Background: an optimization exercise with open tools, aiming at small area. Do not read the settings as production practice. Function was checked by simulation only, so behaviour that the tests miss may differ from the original. The flow treats the clock pin as an ideal source. Dropping or thinning the clock tree relies on that and would not hold on a real chip. Power and IR drop assume default switching activity.

== run A ==
==> flow/design.v <==
`default_nettype none
`default_nettype none
`default_nettype none
`default_nettype none
module Matrix_Calculator
    (input logic [7:0] data_in,
     input logic enter, sw,
     input logic [1:0] operation,
     input logic clk, rst,
     output logic [4:0] data_out,
     output logic finish, error,
     output logic [3:0] index);
    logic enter_d, sw_d;
    logic enter_pulse, switch_pulse;
    logic [4:0] c;
    logic done;
    logic accept, last;
    logic [1:0] op;
    logic invalid, mult, sub, step, elem;
    logic busy, first, ready, first_step, start;
    logic [1:0] k;
    always_ff @(posedge clk) begin
        enter_d <= enter;
        sw_d <= sw;
    end
    assign enter_pulse = enter & ~enter_d;
    assign switch_pulse = sw & ~sw_d;
    assign accept = enter_pulse & ~done & ~rst;
    assign last = accept & (&c[3:0]);
    always_ff @(posedge clk) begin
        if (accept)
            op <= operation;
    end
    assign invalid = ~op[1] & op[0];
    assign mult = ~op[1] & ~op[0];
    assign sub = op[1] & op[0];
    assign finish = done & ~invalid & ready;
    assign error = done & invalid;
    assign step = finish & switch_pulse;
    assign elem = step & c[0];
    always_ff @(posedge clk) begin
        if (rst) begin
            c <= 5'd0;
            done <= 1'b0;
        end else begin
            if (accept | step)
                c[3:0] <= c[3:0] + 4'd1;
            if (step & (&c[3:0]))
                c[4] <= ~c[4];
            if (last)
                done <= 1'b1;
        end
    end
    assign index = done ? c[4:1] : 4'd0;
    assign first_step = done & ~invalid & ~first & ~busy;
    assign start = last | first_step | elem;
    always_ff @(posedge clk) begin
        if (rst) begin
            busy <= 1'b0;
            k <= 2'd0;
            first <= 1'b0;
            ready <= 1'b0;
        end else begin
            if (start) begin
                busy <= 1'b1;
                k <= 2'd0;
            end else if (busy) begin
                k <= k + 2'd1;
                if (k == 2'd3)
                    busy <= 1'b0;
            end
            if (first_step)
                first <= 1'b1;
            ready <= first;
        end
    end
    logic [3:0] ce;
    assign ce = c[4:1] + {3'd0, first};
    logic rot_a;
    assign rot_a = elem & c[2] & ~c[1];
    logic [7:0] pa [0:3];     
    logic [7:0] qa [0:3];     
    logic en_pa, en_qa;
    assign en_pa = (accept & ~c[3] & ~c[0]) | rot_a;
    assign en_qa = (accept & ~c[3] & c[0]) | rot_a;
    always_ff @(posedge clk) begin
        if (en_pa) begin
            pa[0] <= done ? pa[3] : data_in;
            pa[1] <= pa[0];
            pa[2] <= pa[1];
            pa[3] <= pa[2];
        end
        if (en_qa) begin
            qa[0] <= done ? qa[3] : data_in;
            qa[1] <= qa[0];
            qa[2] <= qa[1];
            qa[3] <= qa[2];
        end
    end
    logic [3:0] lb [0:3][0:3];
    logic [3:0] tap;
    assign tap = lb[0][3];
    genvar gj;
    generate
        for (gj = 0; gj < 4; gj++) begin : blane
            logic en;
            logic [3:0] nib;
            assign nib = gj[0] ? data_in[3:0] : data_in[7:4];
            assign en = (accept & c[3] & (c[0] == gj[1])) | (done & busy);
            always_ff @(posedge clk) begin
                if (en) begin
                    lb[gj][0] <= done ? lb[(gj + 1) % 4][3] : nib;
                    lb[gj][1] <= lb[gj][0];
                    lb[gj][2] <= lb[gj][1];
                    lb[gj][3] <= lb[gj][2];
                end
            end
        end
    endgenerate
    logic [3:0] ak [0:3];
    assign ak[0] = pa[3][7:4];
    assign ak[1] = pa[3][3:0];
    assign ak[2] = qa[3][7:4];
    assign ak[3] = qa[3][3:0];
    logic [3:0] xa, mx, my;
    logic [1:0] d;
    logic add_b, add_a;
    assign xa = ak[mult ? k : ce[1:0]];
    assign d = k - ce[3:2];
    assign add_b = ~mult & (d == 2'd0);
    assign add_a = ~mult & (d == 2'd1);
    assign mx = {4{busy}} & ((mult | add_a) ? xa : {3'd0, add_b});
    assign my = (mult | add_b) ? (tap ^ {4{sub}}) : {3'd0, add_a};
    logic [9:0] acc_n, res_n, mac_n;
    logic sub_init;
    assign sub_init = last ? &operation : sub;
    logic pp1;
    logic pp2;
    logic pp3;
    logic pp4;
    logic pp5;
    logic pp6;
    logic pp7;
    logic pp8;
    logic pp9;
    logic pp10;
    logic pp11;
    logic pp12;
    logic pp13;
    logic pp14;
    logic pp15;
    logic pp16;
    logic s17;
    logic c18;
    logic s19;
    logic c20;
    logic s21;
    logic c22;
    logic s23;
    logic c24;
    logic s25;
    logic c26;
    logic s27;
    logic c28;
    logic s29;
    logic c30;
    logic s31;
    logic c32;
    logic s33;
    logic c34;
    logic s35;
    logic c36;
    logic s37;
    logic c38;
    logic s39;
    logic c40;
    logic s41;
    logic c42;
    logic s43;
    logic c44;
    logic s45;
    logic c46;
    logic s47;
    logic c48;
    logic s49;
    logic c50;
    logic s51;
    logic c52;
    logic s53;
    logic c54;
    logic s55;
    logic c56;
    logic s57;
    logic c58;
    logic s59;
    assign pp1 = ~(mx[0] & my[0]);
    assign pp2 = ~(mx[0] & my[1]);
    assign pp3 = ~(mx[0] & my[2]);
    assign pp4 = ~(mx[0] & my[3]);
    assign pp5 = ~(mx[1] & my[0]);
    assign pp6 = ~(mx[1] & my[1]);
    assign pp7 = ~(mx[1] & my[2]);
    assign pp8 = ~(mx[1] & my[3]);
    assign pp9 = ~(mx[2] & my[0]);
    assign pp10 = ~(mx[2] & my[1]);
    assign pp11 = ~(mx[2] & my[2]);
    assign pp12 = ~(mx[2] & my[3]);
    assign pp13 = ~(mx[3] & my[0]);
    assign pp14 = ~(mx[3] & my[1]);
    assign pp15 = ~(mx[3] & my[2]);
    assign pp16 = ~(mx[3] & my[3]);
    InvHalfAdder ha18 (.a(acc_n[0]), .b(pp1), .s(s17), .co(c18));
    FullAdder fa20 (.a(acc_n[1]), .b(pp2), .c(pp5), .s(s19), .co(c20));
    InvHalfAdder ha22 (.a(c18), .b(s19), .s(s21), .co(c22));
    FullAdder fa24 (.a(acc_n[2]), .b(pp3), .c(pp6), .s(s23), .co(c24));
    FullAdder fa26 (.a(pp9), .b(c20), .c(s23), .s(s25), .co(c26));
    InvHalfAdder ha28 (.a(c22), .b(s25), .s(s27), .co(c28));
    FullAdder fa30 (.a(acc_n[3]), .b(pp4), .c(pp7), .s(s29), .co(c30));
    FullAdder fa32 (.a(pp10), .b(pp13), .c(c24), .s(s31), .co(c32));
    FullAdder fa34 (.a(s29), .b(c26), .c(s31), .s(s33), .co(c34));
    InvHalfAdder ha36 (.a(c28), .b(s33), .s(s35), .co(c36));
    FullAdder fa38 (.a(acc_n[4]), .b(pp8), .c(pp11), .s(s37), .co(c38));
    FullAdder fa40 (.a(pp14), .b(c30), .c(s37), .s(s39), .co(c40));
    FullAdder fa42 (.a(c32), .b(s39), .c(c34), .s(s41), .co(c42));
    InvHalfAdder ha44 (.a(c36), .b(s41), .s(s43), .co(c44));
    FullAdder fa46 (.a(acc_n[5]), .b(pp12), .c(pp15), .s(s45), .co(c46));
    FullAdder fa48 (.a(c38), .b(s45), .c(c40), .s(s47), .co(c48));
    FullAdder fa50 (.a(s47), .b(c42), .c(c44), .s(s49), .co(c50));
    FullAdder fa52 (.a(acc_n[6]), .b(pp16), .c(c46), .s(s51), .co(c52));
    FullAdder fa54 (.a(s51), .b(c48), .c(c50), .s(s53), .co(c54));
    FullAdder fa56 (.a(acc_n[7]), .b(c52), .c(c54), .s(s55), .co(c56));
    InvHalfAdder ha58 (.a(acc_n[8]), .b(c56), .s(s57), .co(c58));
    assign s59 = ~(acc_n[9] ^ c58);
    assign mac_n = {s59, s57, s55, s53, s49, s43, s35, s27, s21, s17};
    always_ff @(posedge clk) begin
        acc_n <= start ? {5'h1f, ~sub_init, 3'h7, ~sub_init} : mac_n;
        if (elem | first_step)
            res_n <= mac_n;
    end
    always_comb begin
        if (c[0])
            data_out = ~res_n[4:0];
        else
            data_out = mult ? ~res_n[9:5] : 5'd0;
    end
endmodule
module FullAdder (input logic a, b, c, output logic s, co);
    assign s = a ^ b ^ c;
    assign co = (a & b) | (a & c) | (b & c);
endmodule
module InvHalfAdder (input logic a, b, output logic s, co);
    Xnor2 x (.a(a), .b(b), .y(s));
    assign co = a | b;
endmodule
module Xnor2 (input logic a, b, output logic y);
    assign y = ~(a ^ b);
endmodule
Settings: LEC_CHECK=0, CAP_MARGIN=20, CORE_MARGIN=2, CORE_UTILIZATION=70, PLACE_DENSITY=0.95, SLEW_MARGIN=20, SYNTH_HIERARCHICAL=1, SYNTH_MINIMUM_KEEP_SIZE=0; clock period 10.0 ns.
standard.sh (not shown) runs the stock make flow with config.mk's settings and CLKGATE_MAP_FILE= SYNTH_SCRIPT=/design/flow/synth_recipe.tcl, a recipe that flattens the netlist after the stock synthesis.
==> flow/flow/run.sh <==
#!/bin/bash
set -euo pipefail
cd "$(dirname "$0")/.."

bash standard.sh \
  "BUFFER_PORTS_ARGS=-buffer_cell sky130_fd_sc_hd__buf_1" \
  "PRE_CTS_TCL=$PWD/flow/manual_cts.tcl" \
  "PRE_GLOBAL_PLACE_TCL=$PWD/flow/downsize.tcl" \
  "PRE_RESIZE_TCL=$PWD/flow/small_buffers.tcl" \
  "PRE_GLOBAL_ROUTE_TCL=$PWD/flow/small_buffers.tcl" \
  finish > make.log 2>&1
==> flow/flow/downsize.tcl <==
# Used as PRE_GLOBAL_PLACE_TCL: the design has ample timing slack, so logic
# cells that synthesis sized up go back to drive 1; the placement's own
# repair then fixes any slew or capacitance this leaves, with the small
# cells small_buffers.tcl allows.
source [file join [file dirname [info script]] small_buffers.tcl]
set n 0
foreach inst [[ord::get_db_block] getInsts] {
  set m [[$inst getMaster] getName]
  if {![regexp {^(sky130_fd_sc_hd__[a-z0-9]+)_([0-9]+)$} $m -> base size]} { continue }
  if {$size <= 1 || [regexp {df|buf|inv|tap|fill|conb|decap} $base]} { continue }
  set small [[ord::get_db] findMaster ${base}_1]
  if {$small eq "NULL"} { continue }
  $inst swapMaster $small
  incr n
}
puts "downsize: $n cells set to drive 1"
==> flow/flow/manual_cts.tcl <==
# Used as PRE_CTS_TCL in place of TritonCTS: a two-level clock tree of
# inverters (two inversions, so every flip-flop sees the clock's polarity).
# The clock port drives NTOP inverters; each drives an equal share of NLEAF
# leaf inverters; each leaf drives an equal share of the flip-flops. Groups
# come from recursive bisection of the placed locations, cutting the longer
# side of each group's bounding box.
set NTOP 2
set NLEAF 7
set TOPBUF sky130_fd_sc_hd__inv_6
set LEAFBUF sky130_fd_sc_hd__inv_8

proc mcts_split {items n} {
  if {$n <= 1} { return [list $items] }
  set xs {}; set ys {}
  foreach s $items { lappend xs [lindex $s 1]; lappend ys [lindex $s 2] }
  set xs [lsort -real $xs]; set ys [lsort -real $ys]
  set w [expr {[lindex $xs end] - [lindex $xs 0]}]
  set h [expr {[lindex $ys end] - [lindex $ys 0]}]
  set sorted [lsort -real -index [expr {$w >= $h ? 1 : 2}] $items]
  set n1 [expr {$n / 2}]
  set cut [expr {int(round([llength $sorted] * double($n1) / $n))}]
  return [concat [mcts_split [lrange $sorted 0 [expr {$cut - 1}]] $n1] \
                 [mcts_split [lrange $sorted $cut end] [expr {$n - $n1}]]]
}

proc mcts_buffer {block master name innet items} {
  set sx 0; set sy 0
  foreach s $items { set sx [expr {$sx + [lindex $s 1]}]; set sy [expr {$sy + [lindex $s 2]}] }
  set m [llength $items]
  set cx [expr {$sx / $m}]; set cy [expr {$sy / $m}]
  set net [odb::dbNet_create $block "${name}_net"]
  $net setSigType CLOCK
  set inst [odb::dbInst_create $block $master $name]
  $inst setLocation [expr {int($cx)}] [expr {int($cy)}]
  $inst setPlacementStatus PLACED
  [$inst findITerm A] connect $innet
  set out [$inst findITerm X]
  if {$out == "NULL"} { set out [$inst findITerm Y] }
  $out connect $net
  foreach s $items {
    set it [lindex $s 0]
    $it disconnect
    $it connect $net
  }
  puts "manual_cts: $name ([$master getName]) drives $m pins"
  return [list [$inst findITerm A] $cx $cy]
}

proc manual_cts {ntop nleaf topbuf leafbuf} {
  set block [ord::get_db_block]
  set clk [$block findNet clk]
  set tm [[ord::get_db] findMaster $topbuf]
  set lm [[ord::get_db] findMaster $leafbuf]
  set sinks {}
  foreach it [$clk getITerms] {
    set b [[$it getInst] getBBox]
    lappend sinks [list $it [expr {([$b xMin] + [$b xMax]) / 2.0}] [expr {([$b yMin] + [$b yMax]) / 2.0}]]
  }
  set leaves {}
  set k 0
  foreach group [mcts_split $sinks $nleaf] {
    lappend leaves [mcts_buffer $block $lm "clkbuf_leaf$k" $clk $group]
    incr k
  }
  set t 0
  foreach group [mcts_split $leaves $ntop] {
    mcts_buffer $block $tm "clkbuf_top$t" $clk $group
    incr t
  }
}

manual_cts $NTOP $NLEAF $TOPBUF $LEAFBUF
rename clock_tree_synthesis __tritoncts_unused
proc clock_tree_synthesis {args} {
  set_propagated_clock [all_clocks]
}
# the tree's inverters already sit next to their flip-flops
rename repair_clock_inverters __repair_clock_inverters_unused
proc repair_clock_inverters {args} {}
==> flow/flow/small_buffers.tcl <==
set big {}
foreach pat {*_4 *_6 *_8 *_12 *_16} {
  foreach c [get_lib_cells */sky130_fd_sc_hd__$pat] {
    set n [get_name $c]
    if {$n ne "sky130_fd_sc_hd__buf_4" && $n ne "sky130_fd_sc_hd__clkbuf_4"} {
      lappend big $c
    }
  }
}
set_dont_use $big
In summary, run A completed successfully, with a layout that passed the timing, DRC and antenna checks.
Input changes introduced in run B (baseline for comparison: run A):
- swapping 70 for 45 in CORE_UTILIZATION
==> flow/flow/run.sh <==
#!/bin/bash
# The standard layout with two changes: port buffers are buf_1, and the clock
# tree is built by manual_cts.tcl (a balanced two-level tree of clkbuf
# cells) instead of TritonCTS. Each tool's full output goes to the ORFS logs
# under orfs/logs; make's own output goes to make.log here.
set -euo pipefail
cd "$(dirname "$0")/.."

bash standard.sh \
  "BUFFER_PORTS_ARGS=-buffer_cell sky130_fd_sc_hd__buf_1" \
  "PRE_CTS_TCL=$PWD/flow/manual_cts.tcl" \
  finish > make.log 2>&1
--- a/flow/flow/manual_cts.tcl
+++ b/flow/flow/manual_cts.tcl
@@ -1,12 +1,11 @@
-# Used as PRE_CTS_TCL in place of TritonCTS: a two-level clock tree of
-# inverters (two inversions, so every flip-flop sees the clock's polarity).
-# The clock port drives NTOP inverters; each drives an equal share of NLEAF
-# leaf inverters; each leaf drives an equal share of the flip-flops. Groups
+# Used as PRE_CTS_TCL in place of TritonCTS: a two-level clock tree. The
+# clock port drives NTOP buffers; each drives an equal share of NLEAF leaf
+# buffers; each leaf buffer drives an equal share of the flip-flops. Groups
 # come from recursive bisection of the placed locations, cutting the longer
 # side of each group's bounding box.
 set NTOP 2
-set NLEAF 7
-set TOPBUF sky130_fd_sc_hd__inv_6
-set LEAFBUF sky130_fd_sc_hd__inv_8
+set NLEAF 10
+set TOPBUF sky130_fd_sc_hd__clkbuf_4
+set LEAFBUF sky130_fd_sc_hd__clkbuf_8
 
 proc mcts_split {items n} {
@@ -35,7 +34,5 @@
   $inst setPlacementStatus PLACED
   [$inst findITerm A] connect $innet
-  set out [$inst findITerm X]
-  if {$out == "NULL"} { set out [$inst findITerm Y] }
-  $out connect $net
+  [$inst findITerm X] connect $net
   foreach s $items {
     set it [lindex $s 0]
@@ -75,5 +72,2 @@
   set_propagated_clock [all_clocks]
 }
-# the tree's inverters already sit next to their flip-flops
-rename repair_clock_inverters __repair_clock_inverters_unused
-proc repair_clock_inverters {args} {}
removed: flow/flow/downsize.tcl
removed: flow/flow/small_buffers.tcl
## What came out
Wire: run B routes more than run A. [compare] base=run A new=run B: number of nets in the synthesized netlist held, final standard cell area without fillers went up by 3.4%, worst clock skew moved up, number of antenna violations at the first check in global routing shows an increase of 1. Delta (run B minus run A): amount of wire on met3 after detailed routing decreased by 15% relative to the old numbers, global routing usage on met3 decreased by 0.59 points relative to the old numbers, area taken by flip-flops and latches closely matched the old numbers. Sort run B and run A by proportion of power drawn by combinational gates desc -> top: run B. Re ratio of final minimum period to clock period: run A was higher than run B.
The inputs of run C differ from those of run B as listed below.
- swapping 0.95 for 0.85 in PLACE_DENSITY
--- a/flow/flow/manual_cts.tcl
+++ b/flow/flow/manual_cts.tcl
@@ -5,5 +5,5 @@
 # side of each group's bounding box.
 set NTOP 2
-set NLEAF 10
+set NLEAF 8
 set TOPBUF sky130_fd_sc_hd__clkbuf_4
 set LEAFBUF sky130_fd_sc_hd__clkbuf_8
==> results.txt <==
Result: PASS for each of run B and run C
Run C vs. run B: number of hold buffers added after CTS closely matched the old numbers, pre-CTS setup slack +0.022 ns, part of the cycle the worst path needs lost 0.83 points, fraction of met1 tracks used by global routing climbed 0.91 points.
On run C: worst hold slack is 0.019 ns lower than what run B gave.
Diff run B and run C: switching part of the total higher in run B
Comparing run C against run B, there is no change at all in number of top-level pins.
Going from run B to run C, detailed-route vias per instance shrinks by about 2%.
Measured against each other, run B and run C differ in worst setup slack, the lower figure coming from run B.
The core utilization in run C sits 0.22 points below the value recorded for run B.
As of run C, via count had fallen by a few percent compared to run B.
No run of this note takes its clock network from TritonCTS; it comes from the design's own scripts or RTL.

==> what the ideal ports hide <==
Ports are ideal in the flow. The routed layouts listed here were re-timed in OpenROAD. Step 1 (the two cells are an assumption about what drives the block):
set clk [get_ports {clk}]
set_driving_cell -lib_cell sky130_fd_sc_hd__clkbuf_16 $clk
set_driving_cell -lib_cell sky130_fd_sc_hd__buf_2 [delete_from_list [all_inputs] $clk]
Step 2 also shifts input and output timing later by t, the mid clock arrival at the registers, as if the neighbouring blocks saw the same clock. Three values: ideal ports, drivers, drivers and shift; two values: the first two.
run | shift t [ns] | setup slack, ns | clock arrival spread, ns
run A | 0.236 | 3.304 / 3.304 / 3.304 | 0.018 / 0.017
run B | 0.433 | 3.441 / 3.441 / 3.441 | 0.030 / 0.031
run C | 0.421 | 3.525 / 3.525 / 3.525 | 0.045 / 0.045
After both steps setup and hold are still met in every run listed.
